This design comes from an exercise in tuning for small area on the open sky130 flow, not from production work.
Function was checked by simulation only, so behaviour that the tests miss may differ from the original.

==> sierra: inputs <==
// foc_top
module foc_top #(
    parameter              INIT_CYCLES  = 4000,      
    parameter logic        ANGLE_INV    = 1'b0,
    parameter logic [ 7:0] POLE_PAIR    = 8'd14,
    parameter logic [ 8:0] MAX_AMP      = 9'd384,
    parameter logic [ 8:0] SAMPLE_DELAY = 9'd120,
    parameter logic [23:0] Kp           = 24'd5169,
    parameter logic [23:0] Ki           = 24'd3
) (
    input  wire               rstn,
    input  wire               clk,
    input  wire        [11:0] phi,
    output wire               sn_adc,
    input  wire               en_adc,
    input  wire        [11:0] adc_a, adc_b, adc_c,
    output wire               pwm_en,
    output wire               pwm_a,
    output wire               pwm_b,
    output wire               pwm_c,
    output wire               en_idq,
    output wire signed [15:0] id,
    output wire signed [15:0] iq,
    input  wire signed [15:0] id_aim,
    input  wire signed [15:0] iq_aim,
    output reg                init_done
);
clock: 16.0 ns
lec_check: 0
abc_area: 1
cap_margin: 20
cell_pad_in_sites_detail_placement: 1
cell_pad_in_sites_global_placement: 1
core_margin: 2
core_utilization: 25
place_density: 0.4
slew_margin: 20
synth_memory_max_bits: 131072
standard.sh (not shown) runs the stock make flow with config.mk's settings and CLKGATE_MAP_FILE= SYNTH_SCRIPT=/design/flow/synth_recipe.tcl, a recipe that flattens the netlist after the stock synthesis.
==> flow/flow/run.sh <==
#!/bin/bash
# Layout: the standard ORFS flow (standard.sh), plus two netlist passes between synthesis
# and floorplan. flow/polarity.py lets full adders work on complemented values where that
# saves inverters (a full adder is self-dual) and drops the synthesis buffers (placement
# repair adds the buffers the layout needs); flow/resyn.sh then re-maps the remaining
# combinational cells with ABC for area. Registers, full and half adders are not touched.
set -euo pipefail
R=orfs/results/${FLOW_PLATFORM}/foc_top/base
LIB=${FLOW_HOME}/platforms/sky130hd/lib/sky130_fd_sc_hd__tt_025C_1v80.lib
bash standard.sh synth > synth.log 2>&1
cp "$R/1_2_yosys.v" 1_2_yosys.standard.v
python3 flow/polarity.py 1_2_yosys.standard.v 1_2_yosys.polarity.v --buffers > polarity.log 2>&1
bash flow/resyn.sh 1_2_yosys.polarity.v "$R/1_2_yosys.v" "$LIB" > resyn.log 2>&1
touch "$R/1_2_yosys.v"
bash standard.sh > layout.log 2>&1
==> flow/flow/resyn.sh <==
#!/bin/bash
# resyn.sh IN.v OUT.v LIB: re-map the combinational cells of a mapped netlist with ABC
# (area mapping), keeping every register, full adder, half adder and tie cell as it is.
set -euo pipefail
IN=$1; OUT=$2; LIB=$3
KEEP=$(grep -o 'sky130_fd_sc_hd__[a-z0-9_]*' "$IN" | sort -u | grep -E '__(fa|ha)_|__(e|s)?df|__dl|__conb' | tr '\n' ' ')
DONT=""
for c in probe_p_8 probec_p_8 lpflow_bleeder_1 lpflow_clkbufkapwr_1 lpflow_clkbufkapwr_16 lpflow_clkbufkapwr_2 \
         lpflow_clkbufkapwr_4 lpflow_clkbufkapwr_8 lpflow_clkinvkapwr_1 lpflow_clkinvkapwr_16 lpflow_clkinvkapwr_2 \
         lpflow_clkinvkapwr_4 lpflow_clkinvkapwr_8 lpflow_decapkapwr_12 lpflow_decapkapwr_3 lpflow_decapkapwr_4 \
         lpflow_decapkapwr_6 lpflow_decapkapwr_8 lpflow_inputiso0n_1 lpflow_inputiso0p_1 lpflow_inputiso1n_1 \
         lpflow_inputiso1p_1 lpflow_inputisolatch_1 lpflow_isobufsrc_1 lpflow_isobufsrc_16 lpflow_isobufsrc_2 \
         lpflow_isobufsrc_4 lpflow_isobufsrc_8 lpflow_isobufsrckapwr_16 lpflow_lsbuf_lh_hl_isowell_tap_1 \
         lpflow_lsbuf_lh_hl_isowell_tap_2 lpflow_lsbuf_lh_hl_isowell_tap_4 lpflow_lsbuf_lh_isowell_4 \
         lpflow_lsbuf_lh_isowell_tap_1 lpflow_lsbuf_lh_isowell_tap_2 lpflow_lsbuf_lh_isowell_tap_4; do
    DONT="$DONT -dont_use sky130_fd_sc_hd__$c"
done
cat > resyn.ys <<EOT
read_liberty -ignore_miss_func $LIB
read_verilog $IN
hierarchy -top foc_top
blackbox $KEEP
flatten
opt_clean
abc -liberty $LIB $DONT -script +strash;dch;map,-a;topo
opt_clean
hierarchy -top foc_top
stat -liberty $LIB
write_verilog -noattr -nohex -nodec $OUT
EOT
yosys -s resyn.ys
Other scripts of this flow, unchanged in this note and not shown: flow/flow/polarity.py
==> delta (differences from sierra) <==
==> flow/flow/run.sh (replaced) <==
#!/bin/bash
# Layout: the standard ORFS flow (standard.sh), plus one netlist pass between synthesis
# and floorplan: flow/polarity.py lets full adders work on complemented values where that
# saves inverters (a full adder is self-dual), and drops the synthesis buffers (the
# placement repair adds the buffers the layout needs). Registers are not touched.
set -euo pipefail
R=orfs/results/${FLOW_PLATFORM}/foc_top/base
bash standard.sh synth > synth.log 2>&1
cp "$R/1_2_yosys.v" 1_2_yosys.standard.v
python3 flow/polarity.py 1_2_yosys.standard.v "$R/1_2_yosys.v" --buffers > polarity.log 2>&1
touch "$R/1_2_yosys.v"
bash standard.sh > layout.log 2>&1
--- a/flow/config.mk
+++ b/flow/config.mk
@@ -13,2 +13,3 @@
 export CORE_UTILIZATION = 25
+export CTS_BUF_LIST = sky130_fd_sc_hd__clkbuf_8
 export PLACE_DENSITY = 0.4
removed: flow/flow/resyn.sh
==> zinc (differences from sierra) <==
--- a/flow/flow/resyn.sh
+++ b/flow/flow/resyn.sh
@@ -24,3 +24,3 @@
 opt_clean
-abc -liberty $LIB $DONT -script +strash;dch;map,-a;topo
+abc -liberty $LIB $DONT -script +strash;dch,-f;map,-a;strash;dch,-f;map,-a;topo
 opt_clean
==> summary of the runs <==
Against zinc, the first-iteration DRC count of sierra is larger by 3.8%. Utilization, lowest first: delta, zinc, sierra. Flip-flop and latch count is the same in sierra and zinc.

========
==> build 23: inputs <==
Starting RTL as in the previous note.
## foc_top
module foc_top #(
    parameter              INIT_CYCLES  = 4000,      
    parameter logic        ANGLE_INV    = 1'b0,
    parameter logic [ 7:0] POLE_PAIR    = 8'd14,
    parameter logic [ 8:0] MAX_AMP      = 9'd384,
    parameter logic [ 8:0] SAMPLE_DELAY = 9'd120,
    parameter logic [23:0] Kp           = 24'd5169,
    parameter logic [23:0] Ki           = 24'd3
) (
    input  wire               rstn,
    input  wire               clk,
    input  wire        [11:0] phi,
    output wire               sn_adc,
    input  wire               en_adc,
    input  wire        [11:0] adc_a, adc_b, adc_c,
    output wire               pwm_en,
    output wire               pwm_a,
    output wire               pwm_b,
    output wire               pwm_c,
    output wire               en_idq,
    output wire signed [15:0] id,
    output wire signed [15:0] iq,
    input  wire signed [15:0] id_aim,
    input  wire signed [15:0] iq_aim,
    output reg                init_done
);
export LEC_CHECK = 0
export ABC_AREA = 1
export CAP_MARGIN = 20
export CELL_PAD_IN_SITES_DETAIL_PLACEMENT = 1
export CELL_PAD_IN_SITES_GLOBAL_PLACEMENT = 1
export CORE_MARGIN = 2
export CORE_UTILIZATION = 25
export PLACE_DENSITY = 0.4
export SLEW_MARGIN = 20
export SYNTH_MEMORY_MAX_BITS = 131072
create_clock -name core_clock -period 16.0 [get_ports {clk}]
==> flow/flow/run.sh <==
#!/bin/bash
# Layout: the standard ORFS flow (standard.sh), plus one netlist pass between synthesis
# and floorplan: flow/polarity.py lets full adders work on complemented values where that
# saves inverters (a full adder is self-dual), and drops the synthesis buffers (the
# placement repair adds the buffers the layout needs). Registers are not touched.
set -euo pipefail
R=orfs/results/${FLOW_PLATFORM}/foc_top/base
bash standard.sh synth > synth.log 2>&1
cp "$R/1_2_yosys.v" 1_2_yosys.standard.v
python3 flow/polarity.py 1_2_yosys.standard.v "$R/1_2_yosys.v" --buffers > polarity.log 2>&1
touch "$R/1_2_yosys.v"
bash standard.sh > layout.log 2>&1
Other scripts of this flow, unchanged in this note and not shown: flow/flow/polarity.py
==> trial 60: changes against build 23 <==
==> flow/flow/run.sh (replaced) <==
#!/bin/bash
# Layout: the standard ORFS flow (standard.sh), plus two netlist passes between synthesis
# and floorplan. flow/polarity.py lets full adders work on complemented values where that
# saves inverters (a full adder is self-dual) and drops the synthesis buffers (placement
# repair adds the buffers the layout needs); flow/resyn.sh then re-maps the remaining
# combinational cells with ABC for area. Registers, full and half adders are not touched.
set -euo pipefail
R=orfs/results/${FLOW_PLATFORM}/foc_top/base
LIB=${FLOW_HOME}/platforms/sky130hd/lib/sky130_fd_sc_hd__tt_025C_1v80.lib
bash standard.sh synth > synth.log 2>&1
cp "$R/1_2_yosys.v" 1_2_yosys.standard.v
python3 flow/polarity.py 1_2_yosys.standard.v 1_2_yosys.polarity.v --buffers > polarity.log 2>&1
bash flow/resyn.sh 1_2_yosys.polarity.v "$R/1_2_yosys.v" "$LIB" > resyn.log 2>&1
touch "$R/1_2_yosys.v"
bash standard.sh > layout.log 2>&1
==> flow/flow/resyn.sh (new file) <==
#!/bin/bash
# resyn.sh IN.v OUT.v LIB: re-map the combinational cells of a mapped netlist with ABC
# (area mapping), keeping every register, full adder, half adder and tie cell as it is.
set -euo pipefail
IN=$1; OUT=$2; LIB=$3
KEEP=$(grep -o 'sky130_fd_sc_hd__[a-z0-9_]*' "$IN" | sort -u | grep -E '__(fa|ha)_|__(e|s)?df|__dl|__conb' | tr '\n' ' ')
DONT=""
for c in probe_p_8 probec_p_8 lpflow_bleeder_1 lpflow_clkbufkapwr_1 lpflow_clkbufkapwr_16 lpflow_clkbufkapwr_2 \
         lpflow_clkbufkapwr_4 lpflow_clkbufkapwr_8 lpflow_clkinvkapwr_1 lpflow_clkinvkapwr_16 lpflow_clkinvkapwr_2 \
         lpflow_clkinvkapwr_4 lpflow_clkinvkapwr_8 lpflow_decapkapwr_12 lpflow_decapkapwr_3 lpflow_decapkapwr_4 \
         lpflow_decapkapwr_6 lpflow_decapkapwr_8 lpflow_inputiso0n_1 lpflow_inputiso0p_1 lpflow_inputiso1n_1 \
         lpflow_inputiso1p_1 lpflow_inputisolatch_1 lpflow_isobufsrc_1 lpflow_isobufsrc_16 lpflow_isobufsrc_2 \
         lpflow_isobufsrc_4 lpflow_isobufsrc_8 lpflow_isobufsrckapwr_16 lpflow_lsbuf_lh_hl_isowell_tap_1 \
         lpflow_lsbuf_lh_hl_isowell_tap_2 lpflow_lsbuf_lh_hl_isowell_tap_4 lpflow_lsbuf_lh_isowell_4 \
         lpflow_lsbuf_lh_isowell_tap_1 lpflow_lsbuf_lh_isowell_tap_2 lpflow_lsbuf_lh_isowell_tap_4; do
    DONT="$DONT -dont_use sky130_fd_sc_hd__$c"
done
cat > resyn.ys <<EOT
read_liberty -ignore_miss_func $LIB
read_verilog $IN
hierarchy -top foc_top
blackbox $KEEP
flatten
opt_clean
abc -liberty $LIB $DONT -script +strash;dch,-f;map,-a;strash;dch,-f;map,-a;topo
opt_clean
hierarchy -top foc_top
stat -liberty $LIB
write_verilog -noattr -nohex -nodec $OUT
EOT
yosys -s resyn.ys
Settings changed: CTS_BUF_LIST set to sky130_fd_sc_hd__clkbuf_8.
==> run notes <==
|  | trial 60 | build 23 |
|---|---|---|
| Wirelength, routed | 355 mm | 350 mm |
| Worst reg-to-reg path cell count | 47 | 46 |
| Minimum clock period | 15,260 ps | 15,330 ps |
| Final-stage net count | 10,600 | 11,000 |
| Run status | finished clean | finished clean |
| Multi-input logic area | 54,500 um2 | 55,700 um2 |
| Iteration count of the initial detailed-routing pass | 6 | 5 |
| Initial core utilization | 25.1% | 25.1% |
| Slowest stage delay, CP | 600 ps | 570 ps |
| First-pass GRT wire length | 525 mm | 523 mm |
| Instance area after placement | 83,500 um2 | 85,000 um2 |
| Fin worst setup slack | 739 ps | 673 ps |
| Average size of a mapped cell | 9.21 um2 | 8.91 um2 |

## afterwards: timing with drivers on the ports
No port has a modelled driver above. Below, the same layouts with a new extraction and two added sets of constraints.
Step 1 assumes that a clkbuf_16 drives the clock port and a buf_2 every other input.
Step 2 also shifts input and output timing later by t, the mid clock arrival at the registers, as if the neighbouring blocks saw the same clock.
Slacks: no drivers / after step 1 / after step 2; pairs: no drivers / after step 1.
| run | t, ns | setup slack, ns | hold slack, ns | latest minus earliest clock arrival (ns) |
|---|---|---|---|---|
| sierra | 0.918 | 0.606 / 0.606 / 0.606 | 0.193 / 0.193 / 0.193 | 0.139 / 0.138 |
| delta | 1.012 | 0.723 / 0.723 / 0.723 | 0.289 / 0.289 / 0.289 | 0.094 / 0.094 |
| zinc | 0.939 | 0.723 / 0.723 / 0.723 | 0.312 / 0.312 / 0.312 | 0.079 / 0.078 |
| build 23 | 0.893 | 0.673 / 0.673 / 0.673 | 0.273 / 0.273 / 0.273 | 0.096 / 0.096 |
| trial 60 | 1.035 | 0.739 / 0.739 / 0.739 | 0.304 / 0.304 / 0.304 | 0.080 / 0.080 |
After both steps setup and hold are still met in every run listed.
